From an optimization exercise on the open Yosys and OpenROAD flow, aimed at small area; shortcuts taken in it are not production practice. The RTL was checked by simulation tests, not by an equivalence proof against the original design. The clock input has no modelled driver; a real chip could not lean on it and would need a root buffer or a full tree. Power figures rest on the tool's default switching activity, not on a simulated workload.

==> build 78 <==
==> flow/design.v <==
module IR_decoder( input wire FPGA_CLK, input wire FPGA_RST, input wire IR,output reg [3:0] DIG, output reg [7:0] SEG);
	wire clk = FPGA_CLK;
	wire rst_n = FPGA_RST;
	reg irda_reg0_n, irda_reg1, irda_reg2_n;
	always @(posedge clk) begin
		irda_reg0_n <= ~(IR & rst_n);
		irda_reg1 <= ~irda_reg0_n & rst_n;
		irda_reg2_n <= ~(irda_reg1 & rst_n);
	end
	wire irda_reg2 = ~irda_reg2_n;
	wire neg  = irda_reg2 & ~irda_reg1;
	wire pos  = ~irda_reg2 & irda_reg1;
	wire chng = irda_reg2 ^ irda_reg1;
	localparam [10:0] PRE_START = 11'b10100011000;
	localparam [10:0] PRE_INV = 11'b01010101010;
	reg [10:0] pre_q;
	wire [10:0] pre = pre_q ^ PRE_INV;
	wire tick = &{pre[9:8], pre[6:4], pre[2:0]};
	always @(posedge clk)
		if (!rst_n | chng | tick) pre_q <= PRE_START ^ PRE_INV;
		else pre_q <= {pre[9:0], ~(pre[10] ^ pre[8])} ^ PRE_INV;
	reg [8:0] tcnt;
	wire leader_ok;
	wire [8:0] tcnt_c = {tcnt_c[7:0] & tcnt[7:0], tick};
	always @(posedge clk)
		if (!rst_n | chng) tcnt <= 9'd326 | {1'b0, rst_n & leader_ok, 6'b000000, rst_n & leader_ok};
		else tcnt <= tcnt ^ tcnt_c;
	wire check_9ms = ((tcnt >= 9'd32) & (tcnt <= 9'd110));
	wire check_4ms = check_9ms;
	wire low  = ((tcnt >= 9'd333) & (tcnt <= 9'd351));
	wire high = ((tcnt >= 9'd365) & (tcnt <= 9'd383));
	localparam IDLE = 2'd1, LEADER_9 = 2'd2, LEADER_4 = 2'd3, DATA_STATE = 2'd0;
	reg [1:0] cs;
	reg [1:0] ns;
	reg [2:0] byte_cnt;
	reg [2:0] bit_cnt;
	reg error_flag;
	wire cnt32 = (byte_cnt == 3'b110) & (bit_cnt == 3'd0);
	wire byte2 = byte_cnt[1] & ~byte_cnt[2];
	always @(*) begin
		if (cs == IDLE)          ns = irda_reg1 ? IDLE : LEADER_9;
		else if (cs == LEADER_9) ns = pos ? (check_9ms ? LEADER_4 : IDLE) : LEADER_9;
		else if (cs == LEADER_4) ns = neg ? (check_4ms ? DATA_STATE : IDLE) : LEADER_4;
		else                     ns = ((cnt32 & irda_reg2 & irda_reg1) | error_flag) ? IDLE : DATA_STATE;
	end
	assign leader_ok = (cs == LEADER_9) & pos & check_9ms;
	always @(posedge clk)
		if (!rst_n) cs <= IDLE;
		else cs <= ns;
	wire in_data = (cs == DATA_STATE);
	wire [2:0] bit_cnt_c = {bit_cnt_c[1:0] & bit_cnt[1:0], neg};
	always @(posedge clk) begin
		if (!in_data) begin
			byte_cnt <= 3'b000;
			bit_cnt <= 3'd0;
			error_flag <= 1'b0;
		end else begin
			bit_cnt <= bit_cnt ^ bit_cnt_c;
			if (neg & (bit_cnt == 3'd7)) byte_cnt <= {byte_cnt[1:0], ~byte_cnt[2]};
			if ((pos & !low) | (neg & !low & !high)) error_flag <= 1'b1;
		end
	end
	localparam [3:0] DEAD = 4'b0001;
	reg [3:0] cmd;
	wire cap = neg & byte2;
	wire [31:0] kill_b1 = 32'b01111011010101011010111110101111;
	always @(posedge clk)
		if (cap)
			case (bit_cnt)
				3'd4:    cmd <= cmd[3] ? DEAD : {cmd[2:0], high};
				3'd5:    cmd <= high ? DEAD : cmd;
				3'd6:    cmd <= kill_b1[{cmd, high}] ? DEAD : cmd;
				3'd7:    cmd <= high ? DEAD : cmd;
				default: cmd <= {cmd[2:0], high};
			endcase
	reg [3:0] key;
	always @(posedge clk)
		if (rst_n & cnt32 & irda_reg1)
			key <= cmd;
	wire [15:0] seg0 = 16'h0055, seg1 = 16'h08a2, seg2 = 16'h000a, seg3 = 16'h1177,
	            seg4 = 16'hd5d5, seg5 = 16'hc149, seg6 = 16'h7171;
	always @(*) begin
		DIG = 4'b0000;
		SEG = {1'b1, seg6[key], seg5[key], seg4[key], seg3[key], seg2[key], seg1[key], seg0[key]};
	end
endmodule
==> flow/flow/run.sh <==
#!/bin/bash
# Own layout flow: the standard ORFS flow with
#  - area-oriented ABC mapping in synthesis (flow/my_synth.tcl) and no
#    separate half/full-adder mapping, so ABC sees all the logic,
#  - one tie cell for all constant outputs (flow/onetie.tcl after floorplan),
#  - buf_1 port buffers,
#  - a clock tree of two clkbuf_8 that the clock port drives, each for
#    half of the registers (flow/mycts.tcl after CTS).
set -euo pipefail
HERE=$(pwd)
export BUFFER_PORTS_ARGS="-buffer_cell sky130_fd_sc_hd__buf_1"
export CTS_ARGS="-sink_clustering_enable -sink_clustering_size 60 -sink_clustering_max_diameter 300 -buf_list sky130_fd_sc_hd__clkbuf_4 -root_buf sky130_fd_sc_hd__clkbuf_4 -dont_use_dummy_load -repair_clock_nets"
export POST_FLOORPLAN_TCL=$HERE/flow/post_floorplan.tcl
export POST_CTS_TCL=$HERE/flow/post_cts.tcl
export MYCTS_GROUPS=2
export MYCTS_CELL=sky130_fd_sc_hd__clkbuf_8
bash standard.sh SYNTH_SCRIPT=$HERE/flow/my_synth.tcl ADDER_MAP_FILE= SKIP_REPAIR_TIE_FANOUT=1 finish > $HERE/standard_flow.log 2>&1
==> flow/flow/abc_area.script <==
&get -n
&st
&deepsyn -I 10 -J 20
&dch -f
&nf -a -R 1000
&put
==> flow/flow/my_synth.tcl <==
# The standard synthesis, with ABC mapping the logic for area
# (flow/abc_area.script) instead of ORFS's delay-oriented script.
set my_flow_dir [file dirname [file normalize [info script]]]
proc abc {args} {
  global my_flow_dir
  set i [lsearch -exact $args -script]
  if {$i >= 0} { lset args [expr {$i + 1}] [file join $my_flow_dir abc_area.script] }
  yosys abc {*}$args
}
source [file join $my_flow_dir .. synth_recipe.tcl]
==> flow/flow/mycts.tcl <==
# Replace the clock tree by MYCTS_GROUPS buffers of type MYCTS_CELL that
# the clock port drives directly, each driving the clock pins of one group
# of registers (registers grouped by position).
set block [ord::get_db_block]
set db [ord::get_db]
set clknet [$block findNet FPGA_CLK]
set sinks {}
set dead_insts {}
set dead_nets {}
set todo [list $clknet]
while {[llength $todo]} {
  set net [lindex $todo 0]
  set todo [lrange $todo 1 end]
  foreach it [$net getITerms] {
    if {![$it isInputSignal]} continue
    set inst [$it getInst]
    if {[string match "sky130_fd_sc_hd__clkbuf*" [[$inst getMaster] getName]]} {
      lappend dead_insts $inst
      set out [[$inst findITerm X] getNet]
      if {$out ne "NULL"} { lappend todo $out; lappend dead_nets $out }
    } else {
      lappend sinks $it
    }
  }
}
foreach inst $dead_insts { odb::dbInst_destroy $inst }
foreach net $dead_nets { odb::dbNet_destroy $net }
foreach it $sinks { $it disconnect }
# order sinks by x (or y) and cut into groups of equal size
set pts {}
foreach it $sinks {
  set loc [[$it getInst] getLocation]
  lappend pts [list [lindex $loc 0] [lindex $loc 1] $it]
}
set g $::env(MYCTS_GROUPS)
set pts [lsort -integer -index 0 $pts]
set n [llength $pts]
set master [$db findMaster $::env(MYCTS_CELL)]
for {set i 0} {$i < $g} {incr i} {
  set lo [expr {($i * $n) / $g}]
  set hi [expr {(($i + 1) * $n) / $g - 1}]
  set grp [lrange $pts $lo $hi]
  set net [odb::dbNet_create $block "clknet_my_$i"]
  $net setSigType CLOCK
  set buf [odb::dbInst_create $block $master "clkbuf_my_$i"]
  [$buf findITerm A] connect $clknet
  [$buf findITerm X] connect $net
  set sx 0; set sy 0
  foreach p $grp {
    [lindex $p 2] connect $net
    incr sx [lindex $p 0]; incr sy [lindex $p 1]
  }
  $buf setLocation [expr {$sx / [llength $grp]}] [expr {$sy / [llength $grp]}]
  $buf setPlacementStatus PLACED
}
puts "mycts: [llength $dead_insts] clock buffers replaced by $g x $::env(MYCTS_CELL) for [llength $sinks] sinks"
==> flow/flow/onetie.tcl <==
# Drive every constant from one tie cell: the tie-low outputs move to the
# LO pin of the tie-high cell and the separate tie-low cell is removed.
set block [ord::get_db_block]
set hi {}
set lo {}
foreach inst [$block getInsts] {
  if {[[$inst getMaster] getName] eq "sky130_fd_sc_hd__conb_1"} {
    set hn [[$inst findITerm HI] getNet]
    set ln [[$inst findITerm LO] getNet]
    if {$hn ne "NULL" && $ln eq "NULL"} { lappend hi $inst }
    if {$ln ne "NULL" && $hn eq "NULL"} { lappend lo $inst }
  }
}
if {[llength $hi] == 1 && [llength $lo] == 1} {
  set l [lindex $lo 0]
  set net [[$l findITerm LO] getNet]
  [$l findITerm LO] disconnect
  odb::dbInst_destroy $l
  [[lindex $hi 0] findITerm LO] connect $net
  puts "onetie: merged tie cells"
}
==> flow/flow/post_cts.tcl <==
# After CTS: replace the clock tree (flow/mycts.tcl), legalise, re-estimate.
source [file join [file dirname [file normalize [info script]]] mycts.tcl]
detailed_placement
check_placement
estimate_parasitics -placement
==> flow/flow/post_floorplan.tcl <==
# After floorplan: one tie cell for all constants.
source [file join [file dirname [file normalize [info script]]] onetie.tcl]
==> flow/standard.sh <==
#!/bin/bash
# synth_recipe.tcl (not shown) runs the flow's synth.tcl, then flattens the netlist and writes it again
# the make line also repeats each setting of config.mk as NAME=value (left out here)
make -C /OpenROAD-flow-scripts/flow DESIGN_CONFIG=/design/flow/config.mk WORK_HOME=/design/flow/orfs CLKGATE_MAP_FILE= SYNTH_SCRIPT=/design/flow/synth_recipe.tcl "${@:-finish}"
==> flow/config.mk <==
export PLATFORM = sky130hd
export DESIGN_NAME = IR_decoder
export DESIGN_NICKNAME = IR_decoder
export VERILOG_FILES = /design/flow/design.v
export SDC_FILE = /design/flow/constraint.sdc
export NUM_CORES = 4
export LEC_CHECK = 0
export CAP_MARGIN = 20
export CORE_MARGIN = 2
export CORE_UTILIZATION = 35
export PLACE_DENSITY = 0.85
export SLEW_MARGIN = 20
==> flow/constraint.sdc <==
create_clock -name core_clock -period 10.0 [get_ports {FPGA_CLK}]
set_input_delay 2.0000 -clock core_clock [delete_from_list [all_inputs] [get_ports {FPGA_CLK}]]
set_output_delay 2.0000 -clock core_clock [all_outputs]
set_load 0.01 [all_outputs]
==> inputs of build 47, as changes to build 78 <==
==> flow/design.v, changed modules only <==
module IR_decoder( input wire FPGA_CLK, input wire FPGA_RST, input wire IR,output reg [3:0] DIG, output reg [7:0] SEG);
	wire clk = FPGA_CLK;
	wire rst_n = FPGA_RST;
	reg irda_reg0_n, irda_reg1, irda_reg2_n;
	always @(posedge clk) begin
		irda_reg0_n <= ~(IR & rst_n);
		irda_reg1 <= ~irda_reg0_n & rst_n;
		irda_reg2_n <= ~(irda_reg1 & rst_n);
	end
	wire irda_reg2 = ~irda_reg2_n;
	wire neg  = irda_reg2 & ~irda_reg1;
	wire pos  = ~irda_reg2 & irda_reg1;
	wire chng = irda_reg2 ^ irda_reg1;
	localparam [10:0] PRE_START = 11'b10100011000;
	localparam [10:0] PRE_INV = 11'b01010101010;
	reg [10:0] pre_q;
	wire [10:0] pre = pre_q ^ PRE_INV;
	wire tick = &{pre[9:8], pre[6:4], pre[2:0]};
	always @(posedge clk)
		if (!rst_n | chng | tick) pre_q <= PRE_START ^ PRE_INV;
		else pre_q <= {pre[9:0], ~(pre[10] ^ pre[8])} ^ PRE_INV;
	reg [8:0] tcnt;
	wire [8:0] tcnt_c = {tcnt_c[7:0] & tcnt[7:0], tick};
	always @(posedge clk)
		if (!rst_n | chng) tcnt <= 9'd320;
		else tcnt <= tcnt ^ tcnt_c;
	wire check_9ms = ((tcnt >= 9'd26) & (tcnt <= 9'd104));
	wire check_4ms = ((tcnt >= 9'd409) & (tcnt <= 9'd487));
	wire low  = ((tcnt >= 9'd327) & (tcnt <= 9'd345));
	wire high = ((tcnt >= 9'd359) & (tcnt <= 9'd377));
	localparam IDLE = 2'd1, LEADER_9 = 2'd2, LEADER_4 = 2'd3, DATA_STATE = 2'd0;
	reg [1:0] cs;
	reg [1:0] ns;
	reg [5:0] data_cnt;
	reg error_flag;
	wire cnt32 = (data_cnt == 6'd32);
	always @(*) begin
		if (cs == IDLE)          ns = irda_reg1 ? IDLE : LEADER_9;
		else if (cs == LEADER_9) ns = pos ? (check_9ms ? LEADER_4 : IDLE) : LEADER_9;
		else if (cs == LEADER_4) ns = neg ? (check_4ms ? DATA_STATE : IDLE) : LEADER_4;
		else                     ns = ((cnt32 & irda_reg2 & irda_reg1) | error_flag) ? IDLE : DATA_STATE;
	end
	always @(posedge clk)
		if (!rst_n) cs <= IDLE;
		else cs <= ns;
	wire in_data = (cs == DATA_STATE);
	wire [5:0] data_cnt_c = {data_cnt_c[4:0] & data_cnt[4:0], neg};
	always @(posedge clk) begin
		if (!rst_n | !in_data) begin
			data_cnt <= 6'd0;
			error_flag <= 1'b0;
		end else begin
			data_cnt <= data_cnt ^ data_cnt_c;
			if ((pos & !low) | (neg & !low & !high)) error_flag <= 1'b1;
		end
	end
	localparam [3:0] DEAD = 4'b0001;
	reg [3:0] cmd;
	wire cap = neg & (data_cnt[5:3] == 3'b010);
	wire [31:0] kill_b1 = 32'b01111011010101011010111110101111;
	always @(posedge clk)
		if (cap)
			case (data_cnt[2:0])
				3'd4:    cmd <= cmd[3] ? DEAD : {cmd[2:0], high};
				3'd5:    cmd <= high ? DEAD : cmd;
				3'd6:    cmd <= kill_b1[{cmd, high}] ? DEAD : cmd;
				3'd7:    cmd <= high ? DEAD : cmd;
				default: cmd <= {cmd[2:0], high};
			endcase
	reg [3:0] key;
	always @(posedge clk)
		if (rst_n & cnt32 & irda_reg1)
			key <= cmd;
	wire [15:0] seg0 = 16'h0055, seg1 = 16'h08a2, seg2 = 16'h000a, seg3 = 16'h1177,
	            seg4 = 16'hd5d5, seg5 = 16'hc149, seg6 = 16'h7171;
	always @(*) begin
		DIG = 4'b0000;
		SEG = {1'b1, seg6[key], seg5[key], seg4[key], seg3[key], seg2[key], seg1[key], seg0[key]};
	end
endmodule
==> flow/flow/abc_area.script (replaced) <==
&get -n
&st
&syn2
&dch -f
&nf -a -R 1000
&st
&syn2
&dch -f
&nf -a -R 1000
&st
&dch -f
&nf -a -R 1000
&put
Settings changed: PLACE_DENSITY 0.85 to not set.
==> inputs of build 13, as changes to build 78 <==
==> flow/design.v, changed modules only <==
module IR_decoder( input wire FPGA_CLK, input wire FPGA_RST, input wire IR,output reg [3:0] DIG, output reg [7:0] SEG);
	wire clk = FPGA_CLK;
	wire rst_n = FPGA_RST;
	reg irda_reg0_n, irda_reg1, irda_reg2_n;
	always @(posedge clk) begin
		irda_reg0_n <= ~(IR & rst_n);
		irda_reg1 <= ~irda_reg0_n & rst_n;
		irda_reg2_n <= ~(irda_reg1 & rst_n);
	end
	wire irda_reg2 = ~irda_reg2_n;
	wire neg  = irda_reg2 & ~irda_reg1;
	wire pos  = ~irda_reg2 & irda_reg1;
	wire chng = irda_reg2 ^ irda_reg1;
	localparam [10:0] PRE_START = 11'b10100011000;
	localparam [10:0] PRE_INV = 11'b01010101010;
	reg [10:0] pre_q;
	wire [10:0] pre = pre_q ^ PRE_INV;
	wire tick = &{pre[9:8], pre[6:4], pre[2:0]};
	always @(posedge clk)
		if (!rst_n | chng | tick) pre_q <= PRE_START ^ PRE_INV;
		else pre_q <= {pre[9:0], ~(pre[10] ^ pre[8])} ^ PRE_INV;
	reg [8:0] tcnt;
	wire [8:0] tcnt_c = {tcnt_c[7:0] & tcnt[7:0], tick};
	always @(posedge clk)
		if (!rst_n | chng) tcnt <= 9'd320;
		else tcnt <= tcnt ^ tcnt_c;
	wire check_9ms = ((tcnt >= 9'd26) & (tcnt <= 9'd104));
	wire check_4ms = ((tcnt >= 9'd409) & (tcnt <= 9'd487));
	wire low  = ((tcnt >= 9'd327) & (tcnt <= 9'd345));
	wire high = ((tcnt >= 9'd359) & (tcnt <= 9'd377));
	localparam IDLE = 2'd1, LEADER_9 = 2'd2, LEADER_4 = 2'd3, DATA_STATE = 2'd0;
	reg [1:0] cs;
	reg [1:0] ns;
	reg [5:0] data_cnt;
	reg error_flag;
	wire cnt32 = (data_cnt == 6'd32);
	always @(*) begin
		if (cs == IDLE)          ns = irda_reg1 ? IDLE : LEADER_9;
		else if (cs == LEADER_9) ns = pos ? (check_9ms ? LEADER_4 : IDLE) : LEADER_9;
		else if (cs == LEADER_4) ns = neg ? (check_4ms ? DATA_STATE : IDLE) : LEADER_4;
		else                     ns = ((cnt32 & irda_reg2 & irda_reg1) | error_flag) ? IDLE : DATA_STATE;
	end
	always @(posedge clk)
		if (!rst_n) cs <= IDLE;
		else cs <= ns;
	wire in_data = (cs == DATA_STATE);
	wire [5:0] data_cnt_c = {data_cnt_c[4:0] & data_cnt[4:0], neg};
	always @(posedge clk) begin
		if (!rst_n | !in_data) begin
			data_cnt <= 6'd0;
			error_flag <= 1'b0;
		end else begin
			data_cnt <= data_cnt ^ data_cnt_c;
			if ((pos & !low) | (neg & !low & !high)) error_flag <= 1'b1;
		end
	end
	localparam [3:0] DEAD = 4'b0001;
	reg [3:0] cmd;
	wire cap = neg & (data_cnt[5:3] == 3'b010);
	wire [31:0] kill_b1 = 32'b01111011010101011010111110101111;
	always @(posedge clk)
		if (cap)
			case (data_cnt[2:0])
				3'd4:    cmd <= cmd[3] ? DEAD : {cmd[2:0], high};
				3'd5:    cmd <= high ? DEAD : cmd;
				3'd6:    cmd <= kill_b1[{cmd, high}] ? DEAD : cmd;
				3'd7:    cmd <= high ? DEAD : cmd;
				default: cmd <= {cmd[2:0], high};
			endcase
	reg [3:0] key;
	always @(posedge clk)
		if (rst_n & cnt32 & irda_reg1)
			key <= cmd;
	wire [15:0] seg0 = 16'h0055, seg1 = 16'h08a2, seg2 = 16'h000a, seg3 = 16'h1177,
	            seg4 = 16'hd5d5, seg5 = 16'hc149, seg6 = 16'h7171;
	always @(*) begin
		DIG = 4'b0000;
		SEG = {1'b1, seg6[key], seg5[key], seg4[key], seg3[key], seg2[key], seg1[key], seg0[key]};
	end
endmodule
==> flow/flow/abc_area.script (replaced) <==
&get -n
&st
&syn2
&dch -f
&nf -a -R 1000
&st
&syn2
&dch -f
&nf -a -R 1000
&st
&dch -f
&nf -a -R 1000
&put
==> summary.txt <==
In build 13 the first-iteration DRC count is lower than in build 47, by about 60%.
The lowest clock power belongs to build 13, the highest to build 47.
Between build 78 and build 47, the lower total power is in build 47 (gap about 2.2%, measured against build 47).
Synthesized area is the same in build 13 and build 47.
Build 47 finished with timing, DRC and antenna clean. Build 78 went through all stages and came out clean. Build 13 completed with no timing, DRC or antenna violations.
In every run of this note, the design's own scripts or RTL, not TritonCTS, make the clock network.

static timing again, ports no longer ideal:
How much do the figures lean on ideal ports? The routed layouts below were timed once more, with nothing changed but the port constraints.
Step 1, drivers: a clkbuf_16 drives FPGA_CLK and a buf_2 each remaining input, both assumed.
Step 2, shift: input delay + t, output delay - t, t = (earliest + latest rising clock arrival at the registers) / 2. This alone moves slack from input paths to output paths.
a / b / c = ideal ports / drivers / drivers and shift; a / b = the first two.
run	t (ns)	slack for setup (ns)	clock arrival spread, ns	worst register clock-pin slew, ns	cell pins on the clock port's net
build 78	0.195	6.486 / 6.454 / 6.649	0.007 / 0.006	0.11 / 0.11	2
build 47	0.198	6.640 / 6.609 / 6.807	0.005 / 0.004	0.12 / 0.12	2
build 13	0.195	6.708 / 6.675 / 6.870	0.006 / 0.006	0.11 / 0.11	2
After both steps setup and hold are still met in every run listed.
